This is an optimization exercise on Yosys and OpenROAD, whose aim is small area, not a production implementation. At most, simulation tests tie the RTL to the original design; equivalence was not proved.

Design acdma_top, start of the top module:
module acdma_top (
  input  logic         clk,
  input  logic         rst,
  input  logic [127:0] data_in,
  output logic [127:0] decoded_out
);
  logic [15:1] chip;
  wire  [15:0] chipx = {chip, 1'b0};
  wire  [3:0]  ph = ~{chip[8], chip[4], chip[2], chip[1]};
  wire  [3:0]  nn = ~(ph + 4'h1);
  always_ff @(posedge clk) begin
    if (rst) chip <= 15'd0;
    else begin
      chip[1] <= nn[0];
      chip[2] <= nn[1];
      chip[3] <= nn[0] ^ nn[1];
      chip[4] <= nn[2];
      chip[5] <= nn[0] ^ nn[2];
      chip[6] <= nn[1] ^ nn[2];
      chip[7] <= nn[0] ^ nn[1] ^ nn[2];
      chip[8] <= nn[3];
      chip[9] <= nn[0] ^ nn[3];
      chip[10] <= nn[1] ^ nn[3];
      chip[11] <= nn[0] ^ nn[1] ^ nn[3];
      chip[12] <= nn[2] ^ nn[3];
      chip[13] <= nn[0] ^ nn[2] ^ nn[3];
      chip[14] <= nn[1] ^ nn[2] ^ nn[3];
      chip[15] <= nn[0] ^ nn[1] ^ nn[2] ^ nn[3];
    end
  end
  logic [127:0] w;
  assign w[7:0] = {~(data_in[7] ^ chipx[0]), data_in[6:0] ^ {7{chipx[0]}}};
  assign w[15:8] = {~(data_in[15] ^ chipx[1]), data_in[14:8] ^ {7{chipx[1]}}};
  assign w[23:16] = {~(data_in[23] ^ chipx[2]), data_in[22:16] ^ {7{chipx[2]}}};
  assign w[31:24] = {~(data_in[31] ^ chipx[3]), data_in[30:24] ^ {7{chipx[3]}}};
  assign w[39:32] = {~(data_in[39] ^ chipx[4]), data_in[38:32] ^ {7{chipx[4]}}};
  ...
export LEC_CHECK = 0
export CAP_MARGIN = 20
export CORE_MARGIN = 2
export CORE_UTILIZATION = 40
export PLACE_DENSITY = 0.6
export SLEW_MARGIN = 20
export SYNTH_HIERARCHICAL = 1
export SYNTH_MINIMUM_KEEP_SIZE = 0
create_clock -name core_clock -period 4.0 [get_ports {clk}]
standard.sh (not shown) runs the stock make flow with config.mk's settings and CLKGATE_MAP_FILE= SYNTH_SCRIPT=/design/flow/synth_recipe.tcl, a recipe that flattens the netlist after the stock synthesis.
==> flow/flow/run.sh <==
#!/bin/bash
# The standard layout, with the smallest buffer on every input and output port
# instead of the flow's default choice, and clock tree synthesis without dummy
# loads and with smaller clock buffers.  make's output goes to flow_make.log.
set -euo pipefail
export BUFFER_PORTS_ARGS="-buffer_cell sky130_fd_sc_hd__buf_1"
export CTS_ARGS="-sink_clustering_enable -repair_clock_nets -dont_use_dummy_load -buf_list {sky130_fd_sc_hd__clkbuf_8 sky130_fd_sc_hd__clkbuf_16} -sink_clustering_size 30 -sink_clustering_max_diameter 100"
bash standard.sh > flow_make.log 2>&1
Then changed:
--- a/flow/design.v
+++ b/flow/design.v
@@ -44,43 +44,43 @@
 endmodule
 module acdma_top (
   input  logic         clk,
   input  logic         rst,
   input  logic [127:0] data_in,
   output logic [127:0] decoded_out
 );
   logic [15:1] chip;
   wire  [15:0] chipx = {chip, 1'b0};
   wire  [3:0]  ph = ~{chip[8], chip[4], chip[2], chip[1]};
   wire  [3:0]  nn = ~(ph + 4'h1);
   always_ff @(posedge clk) begin
-    if (rst) chip <= 15'd0;
+    if (rst) {chip[12], chip[8], chip[4], chip[3], chip[2], chip[1]} <= 6'd0;
     else begin
       chip[1] <= nn[0];
       chip[2] <= nn[1];
       chip[3] <= nn[0] ^ nn[1];
       chip[4] <= nn[2];
-      chip[5] <= nn[0] ^ nn[2];
-      chip[6] <= nn[1] ^ nn[2];
-      chip[7] <= nn[0] ^ nn[1] ^ nn[2];
       chip[8] <= nn[3];
-      chip[9] <= nn[0] ^ nn[3];
-      chip[10] <= nn[1] ^ nn[3];
-      chip[11] <= nn[0] ^ nn[1] ^ nn[3];
       chip[12] <= nn[2] ^ nn[3];
-      chip[13] <= nn[0] ^ nn[2] ^ nn[3];
-      chip[14] <= nn[1] ^ nn[2] ^ nn[3];
-      chip[15] <= nn[0] ^ nn[1] ^ nn[2] ^ nn[3];
     end
   end
+  assign chip[5] = chip[1] ^ chip[4];
+  assign chip[6] = chip[2] ^ chip[4];
+  assign chip[7] = chip[3] ^ chip[4];
+  assign chip[9] = chip[1] ^ chip[8];
+  assign chip[10] = chip[2] ^ chip[8];
+  assign chip[11] = chip[3] ^ chip[8];
+  assign chip[13] = chip[1] ^ chip[12];
+  assign chip[14] = chip[2] ^ chip[12];
+  assign chip[15] = chip[3] ^ chip[12];
   logic [127:0] w;
   assign w[7:0] = {~(data_in[7] ^ chipx[0]), data_in[6:0] ^ {7{chipx[0]}}};
   assign w[15:8] = {~(data_in[15] ^ chipx[1]), data_in[14:8] ^ {7{chipx[1]}}};
   assign w[23:16] = {~(data_in[23] ^ chipx[2]), data_in[22:16] ^ {7{chipx[2]}}};
   assign w[31:24] = {~(data_in[31] ^ chipx[3]), data_in[30:24] ^ {7{chipx[3]}}};
   assign w[39:32] = {~(data_in[39] ^ chipx[4]), data_in[38:32] ^ {7{chipx[4]}}};
   assign w[47:40] = {~(data_in[47] ^ chipx[5]), data_in[46:40] ^ {7{chipx[5]}}};
   assign w[55:48] = {~(data_in[55] ^ chipx[6]), data_in[54:48] ^ {7{chipx[6]}}};
   assign w[63:56] = {~(data_in[63] ^ chipx[7]), data_in[62:56] ^ {7{chipx[7]}}};
   assign w[71:64] = {~(data_in[71] ^ chipx[8]), data_in[70:64] ^ {7{chipx[8]}}};
   assign w[79:72] = {~(data_in[79] ^ chipx[9]), data_in[78:72] ^ {7{chipx[9]}}};
   assign w[87:80] = {~(data_in[87] ^ chipx[10]), data_in[86:80] ^ {7{chipx[10]}}};
Critical path depth stays the same. Sequential cell count fell by 9. Non-clock buffer count grows by 4. Synthesized area drops slightly. Global-route usage stays flat. Design area fell slightly. Final cell count drops slightly.
Only the layout flow was run in the first run of this note; the RTL was not checked for function there.

==> separate check: timing with driven ports <==
In the flow no input, the clock included, has a driving cell. The finished layouts below were timed again as built, in two steps. Step 1 (the two cells are an assumption about what drives the block):
set clk [get_ports {clk}]
set_driving_cell -lib_cell sky130_fd_sc_hd__clkbuf_16 $clk
set_driving_cell -lib_cell sky130_fd_sc_hd__buf_2 [delete_from_list [all_inputs] $clk]
Step 2 times the ports against the registers' clock, not the clock port: input delays grow and output delays shrink by t, the midpoint of the rising clock arrivals with the driver on. a / b / c = ideal ports / drivers / drivers and shift; a / b = the first two.
run	t, ns	setup WS [ns]	hold WS [ns]	worst register clock-pin slew, ns	worst data-port slew with drivers (ns)
the first run	0.522	0.097 / 0.097 / 0.097	0.299 / 0.299 / 0.299	0.11 / 0.11	0.05
the second run	0.523	0.085 / 0.085 / 0.085	0.322 / 0.322 / 0.322	0.11 / 0.11	0.04
After both steps every run listed still meets setup and hold.
